Context: an optimization exercise on an open-source flow, tuned for small area. The choices shown serve that exercise and are no tape-out recipe. In this exercise RTL edits were held to simulation tests only and were not proved equivalent to the original. Power and IR drop assume default switching activity.

File: design/flow/design.v
`timescale 1ns / 1ps
module ALU (
    input [31:0] operand_a,
    input [31:0] operand_b,
    input [5:0] alu_control,  
    output reg [31:0] alu_result,
    output reg carry_out,
    output reg overflow,
    output reg negative,
    output zero
);
    assign zero = (alu_result == 0);
    always @(*) begin
        carry_out = 0;
        overflow = 0;
        negative = 0;
        case (alu_control)
            6'b000000: alu_result = operand_a + operand_b;              
            6'b000001: alu_result = operand_a - operand_b;              
            6'b000010: alu_result = operand_a * operand_b;              
            6'b000011: alu_result = (operand_b == 32'd0) ? 32'hFFFFFFFF : operand_a / operand_b;  
            6'b000100: alu_result = (operand_b == 32'd0) ? operand_a : operand_a % operand_b;  
            6'b000101: alu_result = -operand_a;                         
            6'b000110: alu_result = operand_a + 1;                      
            6'b000111: alu_result = operand_a - 1;                      
            6'b001001: alu_result = (operand_a < operand_b) ? operand_a : operand_b;  
            6'b001010: alu_result = (operand_a > operand_b) ? operand_a : operand_b;  
            6'b010000: alu_result = operand_a & operand_b;              
            6'b010001: alu_result = operand_a | operand_b;              
            6'b010010: alu_result = operand_a ^ operand_b;              
            6'b010011: alu_result = ~(operand_a & operand_b);           
            6'b010100: alu_result = ~(operand_a | operand_b);           
            6'b010101: alu_result = ~(operand_a ^ operand_b);           
            6'b010110: alu_result = ~operand_a;                         
            6'b010111: alu_result = operand_a & ~operand_b;             
            6'b011000: alu_result = |operand_a;                         
            6'b011001: alu_result = ^operand_a;                         
            6'b011010: alu_result = (operand_a != 0) ? 32'hFFFFFFFF : 0;  
            6'b100000: alu_result = operand_a << operand_b[4:0];        
            6'b100001: alu_result = operand_a >> operand_b[4:0];        
            6'b100010: alu_result = $signed(operand_a) >>> operand_b[4:0];  
            6'b100011: alu_result = {operand_a[30:0], operand_a[31]};   
            6'b100100: alu_result = {operand_a[0], operand_a[31:1]};    
            6'b100101: alu_result = operand_a << (32 - operand_b);      
            6'b100110: alu_result = operand_a >> (32 - operand_b);      
            6'b101000: alu_result = (operand_a == operand_b) ? 1 : 0;   
            6'b101001: alu_result = (operand_a < operand_b) ? 1 : 0;    
            6'b101010: alu_result = (operand_a > operand_b) ? 1 : 0;    
            6'b101011: alu_result = (operand_a <= operand_b) ? 1 : 0;   
            6'b101100: alu_result = (operand_a >= operand_b) ? 1 : 0;   
            6'b110000: alu_result = operand_a ^ operand_b;              
            6'b110001: alu_result = ~operand_a;                         
            6'b110010: alu_result = operand_a[operand_b[4:0]];          
            6'b110011: alu_result = {operand_a, operand_b};             
            6'b110100: alu_result = operand_a ^ (operand_a >> 1);       
            6'b111000: alu_result = operand_a * operand_a;              
            6'b111001: alu_result = operand_a / 2;                      
            6'b111010: alu_result = operand_a * operand_b / 1000;       
            6'b111100: alu_result = (operand_a & operand_b) ? 32'h1 : 0;  
            6'b111101: alu_result = operand_a | operand_b;              
            6'b111110: alu_result = ^(operand_a & operand_b);           
            default: alu_result = 32'b0;
        endcase
        if (alu_control == 6'b000000 || alu_control == 6'b000001) begin
            overflow = (~operand_a[31] & ~operand_b[31] & alu_result[31]) |
                       (operand_a[31] & operand_b[31] & ~alu_result[31]);
        end
        negative = alu_result[31];
    end
endmodule
`timescale 1ns / 1ps
module RegisterFile (
    input clk,
    input reset,
    input [4:0] rs1,            
    input [4:0] rs2,            
    input [4:0] rd,             
    input [31:0] write_data,    
    input reg_write,            
    output [31:0] read_data1,   
    output [31:0] read_data2    
);
    reg [31:0] registers [0:31];
    integer i;
    always @(posedge clk or posedge reset) begin
        if (reset) begin
            for (i = 0; i < 32; i = i + 1) begin
                registers[i] <= 32'b0;
            end
        end else if (reg_write && rd != 5'b0) begin
            registers[rd] <= write_data;
        end
    end
    assign read_data1 = registers[rs1];   
    assign read_data2 = registers[rs2];   
endmodule
`timescale 1ns / 1ps
module ControlUnit (
    input [6:0] opcode,           
    input [2:0] funct3,           
    input [6:0] funct7,           
    output reg reg_write,         
    output reg mem_read,          
    output reg mem_write,         
    output reg mem_to_reg,        
    output reg branch_taken,      
    output reg imm_select,        
    output reg jump               
);
    always @(*) begin
        reg_write = 0;
        mem_read = 0;
        mem_write = 0;
        mem_to_reg = 0;
        branch_taken = 0;
        imm_select = 0;
        jump = 0;
        case (opcode)
            7'b0110011: begin  
                reg_write = 1;          
                imm_select = 0;         
                mem_read = 0;
                mem_write = 0;
                mem_to_reg = 0;
                branch_taken = 0;
                jump = 0;
            end
            7'b0010011: begin  
                reg_write = 1;
                imm_select = 1;         
                mem_read = 0;
                mem_write = 0;
                mem_to_reg = 0;
                branch_taken = 0;
                jump = 0;
            end
            7'b0000011: begin  
                reg_write = 1;          
                mem_read = 1;           
                mem_write = 0;
                mem_to_reg = 1;         
                imm_select = 1;         
                branch_taken = 0;
                jump = 0;
            end
            7'b0100011: begin  
                reg_write = 0;          
                mem_read = 0;
                mem_write = 1;          
                mem_to_reg = 0;
                imm_select = 1;         
                branch_taken = 0;
                jump = 0;
            end
            7'b1100011: begin  
                reg_write = 0;          
                mem_read = 0;
                mem_write = 0;
                mem_to_reg = 0;
                imm_select = 1;         
                branch_taken = 1;       
                jump = 0;
            end
            7'b1101111: begin  
                reg_write = 1;          
                mem_read = 0;
                mem_write = 0;
                mem_to_reg = 0;
                imm_select = 1;         
                branch_taken = 0;
                jump = 1;               
            end
            7'b1100111: begin  
                reg_write = 1;          
                mem_read = 0;
                mem_write = 0;
                mem_to_reg = 0;
                imm_select = 1;         
                branch_taken = 0;
                jump = 1;               
            end
            default: begin
                reg_write = 0;
                mem_read = 0;
                mem_write = 0;
                mem_to_reg = 0;
                imm_select = 0;
                branch_taken = 0;
                jump = 0;
            end
        endcase
    end
endmodule
`timescale 1ns / 1ps
module InstructionFetch (
    input clk,
    input reset,
    input [31:0] branch_target,
    input branch_taken,
    input jump_taken,
    input [31:0] jump_target,
    input interrupt_taken,
    input [31:0] interrupt_vector,
    input stall,
    input [255:0] instruction_memory_input,
    output reg [31:0] pc,
    output reg [31:0] instruction,
    output reg exception
);
    reg [31:0] cache [0:15];
    reg cache_valid [0:15];
    integer i;
    always @(*) begin
        if (pc[31:8] == 24'd0 && cache_valid[pc[7:4]]) begin
            instruction = cache[pc[7:4]];
        end else begin
            instruction = instruction_memory_input[pc[4:2] * 32 +: 32];
        end
    end
    always @(posedge clk or posedge reset) begin
        if (reset) begin
            pc <= 32'b0;
        end else if (stall) begin
            pc <= pc;   
        end else if (interrupt_taken) begin
            pc <= interrupt_vector;
        end else if (branch_taken) begin
            pc <= branch_target;
        end else if (jump_taken) begin
            pc <= jump_target;
        end else begin
            pc <= pc + 4;
        end
    end
    always @(posedge clk or posedge reset) begin
        if (reset) begin
            for (i = 0; i < 16; i = i + 1) begin
                cache_valid[i] <= 1'b0;
            end
        end else if (!stall) begin
            if (pc[31:8] == 24'd0) begin
                cache[pc[7:4]] <= instruction_memory_input[pc[4:2] * 32 +: 32];
                cache_valid[pc[7:4]] <= 1'b1;
            end
        end
    end
    always @(*) begin
        if (pc > 255 || instruction == 32'hFFFFFFFF) begin
            exception = 1'b1;
        end else begin
            exception = 1'b0;
        end
    end
endmodule
`timescale 1ns / 1ps
module RV32I_Processor (
    input clk,
    input reset,
    input [31:0] branch_target,
    input [31:0] jump_target,
    input interrupt_taken,
    input [31:0] interrupt_vector,
    input stall,
    input [255:0] instruction_memory_input,   
    output [31:0] pc,
    output [31:0] alu_result,
    output wire [31:0] instruction,
    output reg_write,
    output [31:0] read_data1,
    output [31:0] read_data2,
    output zero,
    input [5:0] alu_control,
    output exception
);
    wire [31:0] branch_target_wire, jump_target_wire, interrupt_vector_wire;
    wire stall_wire, interrupt_taken_wire;
    wire [31:0] write_data;
    wire branch_taken, jump_taken, imm_select, mem_read, mem_write, mem_to_reg;
    wire [4:0] rs1, rs2, rd;
    assign rs1 = instruction[19:15];
    assign rs2 = instruction[24:20];
    assign rd = instruction[11:7];
    InstructionFetch IF (
        .clk(clk),
        .reset(reset),
        .branch_target(branch_target),   
        .branch_taken(branch_taken),        
        .jump_taken(jump_taken),            
        .jump_target(jump_target),       
        .interrupt_taken(interrupt_taken),   
        .interrupt_vector(interrupt_vector),  
        .stall(stall),   
        .instruction_memory_input(instruction_memory_input),
        .pc(pc),
        .instruction(instruction),       
        .exception(exception)
    );
    RegisterFile RF (
        .clk(clk),
        .reset(reset),
        .rs1(rs1),
        .rs2(rs2),
        .rd(rd),
        .write_data(write_data),
        .reg_write(reg_write),
        .read_data1(read_data1),
        .read_data2(read_data2)
    );
    ControlUnit CU (
        .opcode(instruction[6:0]),
        .funct3(instruction[14:12]),
        .funct7(instruction[31:25]),
        .reg_write(reg_write),
        .mem_read(mem_read),
        .mem_write(mem_write),
        .mem_to_reg(mem_to_reg),
        .branch_taken(branch_taken),
        .imm_select(imm_select),
        .jump(jump_taken)  
    );
    ALU ALU (
        .operand_a(read_data1),
        .operand_b(imm_select ? {{20{instruction[31]}}, instruction[31:20]} : read_data2),
        .alu_control(alu_control),
        .alu_result(alu_result),
        .carry_out(),
        .overflow(),
        .negative(),
        .zero(zero)
    );
    assign write_data = mem_to_reg ? alu_result : alu_result;  
    assign branch_target_wire = pc + {{19{instruction[31]}}, instruction[31], instruction[7], instruction[30:25], instruction[11:8], 1'b0};  
    assign jump_target_wire = pc + {{11{instruction[31]}}, instruction[31], instruction[19:12], instruction[20], instruction[30:21], 1'b0};  
endmodule
File: design/flow/run.sh
#!/bin/bash
# synth_recipe.tcl (not shown) runs the flow's synth.tcl, then flattens the netlist and writes it again
# the make line also repeats each setting of config.mk as NAME=value (left out here)
make -C /OpenROAD-flow-scripts/flow DESIGN_CONFIG=/design/flow/config.mk WORK_HOME=/design/flow/orfs CLKGATE_MAP_FILE= SYNTH_SCRIPT=/design/flow/synth_recipe.tcl finish
File: design/flow/config.mk
export PLATFORM = sky130hd
export DESIGN_NAME = RV32I_Processor
export DESIGN_NICKNAME = RV32I_Processor
export VERILOG_FILES = /design/flow/design.v
export SDC_FILE = /design/flow/constraint.sdc
export NUM_CORES = 8
export LEC_CHECK = 0
export CAP_MARGIN = 20
export CORE_MARGIN = 2
export CORE_UTILIZATION = 35
export PLACE_DENSITY = 0.4
export SLEW_MARGIN = 20
File: design/flow/constraint.sdc
create_clock -name core_clock -period 240.0 [get_ports {clk}]
set_input_delay 48.0000 -clock core_clock [delete_from_list [all_inputs] [get_ports {clk}]]
set_output_delay 48.0000 -clock core_clock [all_outputs]
set_load 0.01 [all_outputs]
==> flow_summary_export.csv <==
group,metric,value,unit
critical_path,r2r_start,"IF.pc[4]$_DFFE_PP0N_",
worst_hold_path,hold_end,"RF.registers[0][1]$_DFFE_PP0P_",
worst_hold_path,min_from,"RF.registers[0][1]$_DFFE_PP0P_",
critical_path,crit_top_cell,"a21o_1",
critical_path,slowest_stage,"a2111oi_1",
power_and_ir_drop,vdd_drop_max,2.60,mV
global_routing,grt_pass1_vias,169000,
synth,synth_top_area_share,16.0,%
drt,vias_per_cell,6.64,
cells_and_area,area_growth_syn_to_layout,14.1,%
clock_network,cts_buffers,170,
power_and_ir_drop,p_per_area,872,nW/µm²
power_and_ir_drop,switchingPower,102,mW
power_and_ir_drop,comb_cell_power,166,mW
sta,rsz0062_at_grt,"no",
synth,syn_nets,22600,
critical_path,arrival,181.43,ns
placed_design,placed_cells,27100,
placed_design,hpwlAfterDp,827000,µm
synth,synth_most_common_cell,"nand2_1",
synth,ys_seq_elements,1584,
sta,fin_crit,229.43,ns
worst_hold_path,min_path_type,"reg -> reg",
sta,worstMarginPinSlew,1.31,ns
floorplan,die_h,696,µm
clock_network,clk_latency,0.90,ns
drt,drt_iter0_markers,27700,
drt,postRouteAntennaNets,0,
worst_hold_path,hold_depth,0,
global_routing,grt_overflow,0,
critical_path,max_stage_delay,0.72,ns
power_and_ir_drop,power_frac_comb,99.6,%
floorplan,pin_count,525,
status,status,"no timing/DRC/antenna violations",
floorplan,floorplan.die_area,484000,µm²
critical_path,crit_path_end_kind,"primary output",
floorplan,start_util,35.1,%
cells_and_area,final_cells,27600,
power_and_ir_drop,p_seq_share,0.2,%
critical_path,cp.depth,674,
synth,synth_commonest_cells,"nand2_1 (3767), inv_1 (1449), nor2_1 (1389)",
drt,wire_per_inst,42.0,µm
sta,setup-tns-final,0,ns
drt,routed_wl,1160000,µm
global_routing,grt_use_total,46.2,%
power_and_ir_drop,power.leakage,82.8,nW
critical_path,crit_buf_inv,43,
clock_network,path_clk_slew,0.06,ns
critical_path,cp-start-kind,"input pin",
floorplan,chipWidth,696,µm
power_and_ir_drop,internal_power,64.7,mW
critical_path,reg2reg_depth,684,
cells_and_area,post-route-util,40.1,%
floorplan,coreArea,478000,µm²
run,drv_cap,0,
critical_path,r2r-end,"RF.registers[20][31]$_DFFE_PP0P_",
global_routing,grt_max_degree,150,
critical_path,setup.worst_path.class,"in -> out",
critical_path,required,192.00,ns
synth,synthCells,20500,
synth,synth-edff-count,512,
critical_path,crit_path_end,"zero",
sta,period_share,95.6,%
synth,ys_seq_area_share,25.2,%
global_routing,grt_antenna_before_repair,181,
sta,drv_slew,0,
cells_and_area,layout-drive-gt1-share,10.5,%
sta,skew,0.0939,ns
cells_and_area,layout.nets,23000,
clock_network,clockBufferDepth,4,
clock_network,htree_levels,4,
power_and_ir_drop,pg_clk,0.282,mW
clock_network,cts_tree,"done",
power_and_ir_drop,top_power_group,"combinational logic",
synth,async_flop_share,67.7,%
floorplan,num_rows,254,
synth,ys.flop_type,"dfrtp_1",
placed_design,gp_congestion,1.07,
power_and_ir_drop,p_seq,0.397,mW
power_and_ir_drop,swShare,61.3,%
clock_network,cts_setup_buffers,0,
critical_path,path_delay_family,"compound AO/OA/AOI/OAI gates",
synth,synth_area,168000,µm²
clock_network,cts_root_buf,"clkbuf_16",
critical_path,startpoint,"instruction_memory_input[143]",
global_routing,grt_pass1_wl,1530000,µm
critical_path,reg2reg_setup_slack,105.88,ns
synth,synth_top_area_cell,"dfrtp_1",
placed_design,portBuffers,524,
sta,hold_viol,0,
synth,ys_top_cells_by_area,"dfrtp_1 (16%), fa_1 (9.3%), edfxtp_1 (9.2%), nand2_1 (8.4%), ha_1 (7.4%)",
sta,relSlewSlack,12.4,%
power_and_ir_drop,clkPwrFrac,0.2,%
critical_path,path_max_fanout,43,
drt,drc,0,
clock_network,cts_sinks,1584,
sta,clock.fmax,4.36,MHz
cells_and_area,fillers,49000,
drt,num_vias,183000,
drt,firstDrtPassIters,12,
sta,setup_viol,0,
synth,yosys_warnings,7,
synth,syn_area_per_cell,8.19,µm²
synth,ys_types,163,
-- registers in the layout, indices dropped and copies added (netlist names) --
signal / cells
IF.cache_valid: 16
IF.pc: 32
RF.registers: 1024
IF.cache: 512
-- per-stage QoR --
stage	total power, mW	hold slack [ns]	cell area (µm²)	worst slack [ns]
6_report	167	0.382	191000	10.57
5_1_grt	177	0.396	191000	0.0960
4_1_cts	164	0.382	191000	9.08
3_5_place_dp	163	0.368	185000	9.65
3_3_place_gp	165	0.365	185000	11.10
2_1_floorplan	156	0.419	168000	26.91
-- cells in the final DEF (no fill, tap or decap), types with 520 or more instances in the layout --
master           Yosys  final
fa_1               778    778
ha_1               998    998
buf_4               94    906
a21oi_1           1122   1086
inv_1             1449   1434
nor2_1            1389   1336
dfrtp_1           1072   1066
nand2_1           3767   3736
clkdlybuf4s50_1      0    520
xnor2_1            662    650
o21ai_0           1101   1065
-- area by class of cell --
type	count	area (µm²)	area share [%]
Antenna cell	201	503	0.263
Clock buffer	226	4650	2.43
Clock inverter	72	886	0.463
Inverter	1492	5620	2.94
Multi-Input combinational cell	16200	117000	61.2
Sequential cell	1584	42200	22.1
Tap cell	6400	8010	4.19
Timing Repair Buffer	1442	12300	6.42
-- layer usage --
metal | global-route usage, % | vias to the layer above | routed length, µm
met5 | 3.00 | - | 1700
met2 | 65.7 | 13800 | 469000
li1 | - | 73900 | -
met3 | 17.8 | 4461 | 138000
met4 | 33.9 | 68 | 107000
met1 | 56.3 | 90800 | 442000
-- what timing repair did --
item | in CTS | in global routing
endpoints found under the setup margin | 0 | 22
hold buffers | 0 | 0
resized for setup | 0 | 24
-- kinds of logic (layout without fill, tap and decap cells) --
logic type,Yosys count,count (layout),share of synthesized area [%]
DFF,1584,1584,25.2
other,2,203,0.00448
AOI/OAI and AO/OA,5510,5513,22.5
adders and majority gates,1792,1792,16.8
buffers and inverters,2728,3232,6.70
muxes,632,632,4.52
xor gates and xnor gates,918,918,4.82
and+or+nand+nor,7302,7302,19.5

-- what the ideal ports hide --
No port has a modelled driver above. Below, the same layout with a new extraction and two added sets of constraints.
Step 1 sets driving cells, clkbuf_16 on the clock port and buf_2 on the other inputs (assumed; they add their load-dependent delay and slew).
Step 2 moves the port delays by t, midway between the first and last clock arrival at a register: inputs arrive t later, outputs are due t later. That takes back most of the time a late clock gives input paths.
Three values: no drivers, after step 1, after step 2; two values: the first two.
t (ns): 0.962
setup WS [ns]: 10.571 / 10.549 / 10.549
cell pins on the clock port's net: 1
After both steps this run still meets setup and hold. The setup slack of this run moves by -0.022 ns with the drivers and by -0.022 ns with both steps.
